This design comes from an exercise in tuning for small area on the open sky130 flow, not from production work. Only simulation tests tie the RTL to the original design; equivalence was not proved. No activity file was given, so power comes from the tool's default toggle rates.

Design LEGLiteSingle, start of the top module:
module LEGLiteSingle(
	iaddr,		 
	daddr,		 
	dwrite,		 
	dread,		 
	dwdata,		 
	alu_out,	 
	clock,
	idata,		 
	ddata,		 
	reset,
	probe
	);
clock: 12.0 ns
lec_check: 0
cap_margin: 20
core_margin: 2
core_utilization: 40
slew_margin: 20
standard.sh (not shown) runs the stock make flow with config.mk's settings and CLKGATE_MAP_FILE= SYNTH_SCRIPT=/design/flow/synth_recipe.tcl, a recipe that flattens the netlist after the stock synthesis.
==> flow/flow/run.sh <==
#!/bin/bash
# Layout flow: the standard layout (standard.sh), except that synthesis maps
# the combinational logic with an area-oriented ABC script (flow/abc.script).
# Registers, their names and cell types are as in the standard synthesis.
set -euo pipefail
W=$(pwd)
F=$(cd "$(dirname "${BASH_SOURCE[0]}")" && pwd)

# ORFS's synth.tcl with the ABC script replaced
sed '/synth_preamble.tcl/a lset abc_args 1 '"$F"'/abc.script' \
    "$FLOW_HOME/scripts/synth.tcl" > "$W/area_synth.tcl"
grep -q "lset abc_args 1" "$W/area_synth.tcl"
# The standard flow's synthesis wrapper, sourcing the copy above
sed 's#source \$::env(SCRIPTS_DIR)/synth.tcl#source '"$W"'/area_synth.tcl#' \
    "$W/synth_recipe.tcl" > "$W/area_synth_recipe.tcl"
grep -q "area_synth.tcl" "$W/area_synth_recipe.tcl"
# standard.sh with that synthesis script
sed -E 's#SYNTH_SCRIPT=[^ ]+#SYNTH_SCRIPT='"$W"'/area_synth_recipe.tcl#' \
    "$W/standard.sh" > "$W/area_standard.sh"
grep -q "area_synth_recipe.tcl" "$W/area_standard.sh"

bash "$W/area_standard.sh" > "$W/make_finish.log" 2>&1 || { tail -50 "$W/make_finish.log"; exit 1; }
tail -5 "$W/make_finish.log"
==> flow/flow/abc.script <==
strash
&get -n
&fraig -x
&put
scorr
dc2
strash
&get -n
&dch -f
&nf -p -a
&put
The starting point completed without violations.
Change:
--- a/flow/flow/run.sh
+++ b/flow/flow/run.sh
@@ -20,4 +20,7 @@
 grep -q "area_synth_recipe.tcl" "$W/area_standard.sh"
 
+# port buffers: the smallest buffer; no dummy clock-tree loads
+export BUFFER_PORTS_ARGS="-buffer_cell sky130_fd_sc_hd__buf_1"
+export CTS_ARGS="-sink_clustering_enable -repair_clock_nets -dont_use_dummy_load"
 bash "$W/area_standard.sh" > "$W/make_finish.log" 2>&1 || { tail -50 "$W/make_finish.log"; exit 1; }
 tail -5 "$W/make_finish.log"
--- a/flow/config.mk
+++ b/flow/config.mk
@@ -6,6 +6,7 @@
 export NUM_CORES = 4
 export LEC_CHECK = 0
-export CAP_MARGIN = 20
+export CAP_MARGIN = 0
 export CORE_MARGIN = 2
 export CORE_UTILIZATION = 40
-export SLEW_MARGIN = 20
+export GPL_TIMING_DRIVEN = 0
+export SLEW_MARGIN = 0
Result: Global-route usage goes down by 0.68 points; final area goes down by roughly a tenth; sequential power stays flat; power goes down by about a fifth; flip-flop and latch count does not change; core utilization goes down by 6.0 points; routed wire length goes down by a few percent; register-to-register slack gets better by 220 ps; clock power goes down by a quarter to a third; clock-buffer cell count does not change.

* * *

## build 19
Another version of the RTL of LEGLiteSingle (not shown whole).
For scale: ~130 flip-flops, about 120 I/O pins, roughly 6600 µm² of cells after synthesis.
// LEGLiteSingle
module LEGLiteSingle(
	iaddr,		 
	daddr,		 
	dwrite,		 
	dread,		 
	dwdata,		 
	alu_out,	 
	clock,
	idata,		 
	ddata,		 
	reset,
	probe
	);
Settings: LEC_CHECK=0, CAP_MARGIN=0, CORE_MARGIN=2, CORE_UTILIZATION=50, GPL_TIMING_DRIVEN=0, SLEW_MARGIN=0; clock period 12.0 ns.
==> flow/flow/run.sh <==
#!/bin/bash
# Layout flow: the standard layout (standard.sh), except that synthesis maps
# the combinational logic with an area-oriented ABC script (flow/abc.script).
# Registers, their names and cell types are as in the standard synthesis.
# The floorplan removes the buffers synthesis put on pass-through wires
# (REMOVE_ABC_BUFFERS); placement then buffers every port as usual.
set -euo pipefail
W=$(pwd)
F=$(cd "$(dirname "${BASH_SOURCE[0]}")" && pwd)

# ORFS's synth.tcl with the ABC script replaced
sed '/synth_preamble.tcl/a lset abc_args 1 '"$F"'/abc.script' \
    "$FLOW_HOME/scripts/synth.tcl" > "$W/area_synth.tcl"
grep -q "lset abc_args 1" "$W/area_synth.tcl"
# The standard flow's synthesis wrapper, sourcing the copy above
sed 's#source \$::env(SCRIPTS_DIR)/synth.tcl#source '"$W"'/area_synth.tcl#' \
    "$W/synth_recipe.tcl" > "$W/area_synth_recipe.tcl"
grep -q "area_synth.tcl" "$W/area_synth_recipe.tcl"
# standard.sh with that synthesis script
sed -E 's#SYNTH_SCRIPT=[^ ]+#SYNTH_SCRIPT='"$W"'/area_synth_recipe.tcl#' \
    "$W/standard.sh" > "$W/area_standard.sh"
grep -q "area_synth_recipe.tcl" "$W/area_standard.sh"

# port buffers: the smallest buffer; no dummy clock-tree loads
export BUFFER_PORTS_ARGS="-buffer_cell sky130_fd_sc_hd__buf_1"
export CTS_ARGS="-sink_clustering_enable -repair_clock_nets -dont_use_dummy_load -sink_clustering_size 8 -buf_list {sky130_fd_sc_hd__clkbuf_4} -root_buf sky130_fd_sc_hd__clkbuf_8"
# repair with small buffers (and upsizing) rather than 6x-16x buffers:
# the platform's don't-use cells plus the large buffers
DU=$(make -s -C "$FLOW_HOME" DESIGN_CONFIG="$W/config.mk" WORK_HOME="$W/orfs" print-DONT_USE_CELLS | sed -n 's/^DONT_USE_CELLS: //p')
[ -n "$DU" ]
DU="$DU sky130_fd_sc_hd__buf_6 sky130_fd_sc_hd__buf_8 sky130_fd_sc_hd__buf_12 sky130_fd_sc_hd__buf_16"
bash "$W/area_standard.sh" "DONT_USE_CELLS=$DU" REMOVE_ABC_BUFFERS=1 finish > "$W/make_finish.log" 2>&1 || { tail -50 "$W/make_finish.log"; exit 1; }
tail -5 "$W/make_finish.log"
==> flow/flow/abc.script <==
strash
&get -n
&fraig -x
&put
scorr
dc2
strash
&get -n
&dch -f
&nf -p -a -R 1000
&put
Input changes introduced in build 39 (baseline for comparison: build 19):
diff --git a/flow/flow/run.sh b/flow/flow/run.sh
--- a/flow/flow/run.sh
+++ b/flow/flow/run.sh
@@ -3,6 +3,4 @@
 # the combinational logic with an area-oriented ABC script (flow/abc.script).
 # Registers, their names and cell types are as in the standard synthesis.
-# The floorplan removes the buffers synthesis put on pass-through wires
-# (REMOVE_ABC_BUFFERS); placement then buffers every port as usual.
 set -euo pipefail
 W=$(pwd)
@@ -30,4 +28,4 @@
 [ -n "$DU" ]
 DU="$DU sky130_fd_sc_hd__buf_6 sky130_fd_sc_hd__buf_8 sky130_fd_sc_hd__buf_12 sky130_fd_sc_hd__buf_16"
-bash "$W/area_standard.sh" "DONT_USE_CELLS=$DU" REMOVE_ABC_BUFFERS=1 finish > "$W/make_finish.log" 2>&1 || { tail -50 "$W/make_finish.log"; exit 1; }
+bash "$W/area_standard.sh" "DONT_USE_CELLS=$DU" finish > "$W/make_finish.log" 2>&1 || { tail -50 "$W/make_finish.log"; exit 1; }
 tail -5 "$W/make_finish.log"
### Flow results
- Between build 39 and build 19, the first-pass GRT wire length is lower for build 19.
- Comparing build 19 against build 39, there is no change at all in number of antenna violations at the first check in global routing.
- Side by side, largest fanout on the critical path turned out lower in build 39 than in build 19.
- Build 19 → build 39: portion of the clock cycle consumed by the worst path in the final layout has increased, count of placed standard cells in the final layout, fillers left out picked up an extra 4.2%.
- Against build 19, build 39 reports a switching portion of total power that is lower.
- Between build 39 and build 19, it is build 39 whose global-route usage is higher, by 1.2 points.
- The critical path depth number comes out higher for build 19 vs build 39.

-- separate check: timing with driven ports --
How much do the figures lean on ideal ports? The routed layouts below were timed once more, with nothing changed but the port constraints.
Step 1 sets driving cells, clkbuf_16 on the clock port and buf_2 on the other inputs (assumed; they add their load-dependent delay and slew).
Step 2 times the ports against the registers' clock, not the clock port: input delays grow and output delays shrink by t, the midpoint of the rising clock arrivals with the driver on.
Three values: ideal ports, drivers, drivers and shift; two values: the first two.
| run | shift t [ns] | slack for setup (ns) | hold slack, ns | pins driven straight from the clock port |
|---|---|---|---|---|
| the first run of note 1 | 0.466 | 0.237 / 0.198 / 0.198 | 0.607 / 0.607 / 0.607 | 1 |
| the second run of note 1 | 0.464 | 0.341 / 0.314 / 0.314 | 0.601 / 0.601 / 0.601 | 1 |
| build 19 | 0.442 | 0.608 / 0.586 / 0.341 | 0.615 / 0.615 / 0.615 | 1 |
| build 39 | 0.445 | 0.233 / 0.198 / 0.133 | 0.597 / 0.597 / 0.597 | 1 |
After both steps every run listed still meets setup and hold. For build 19, which loses most, drivers alone change the setup slack by -0.022 ns; drivers and shift together by -0.267 ns.
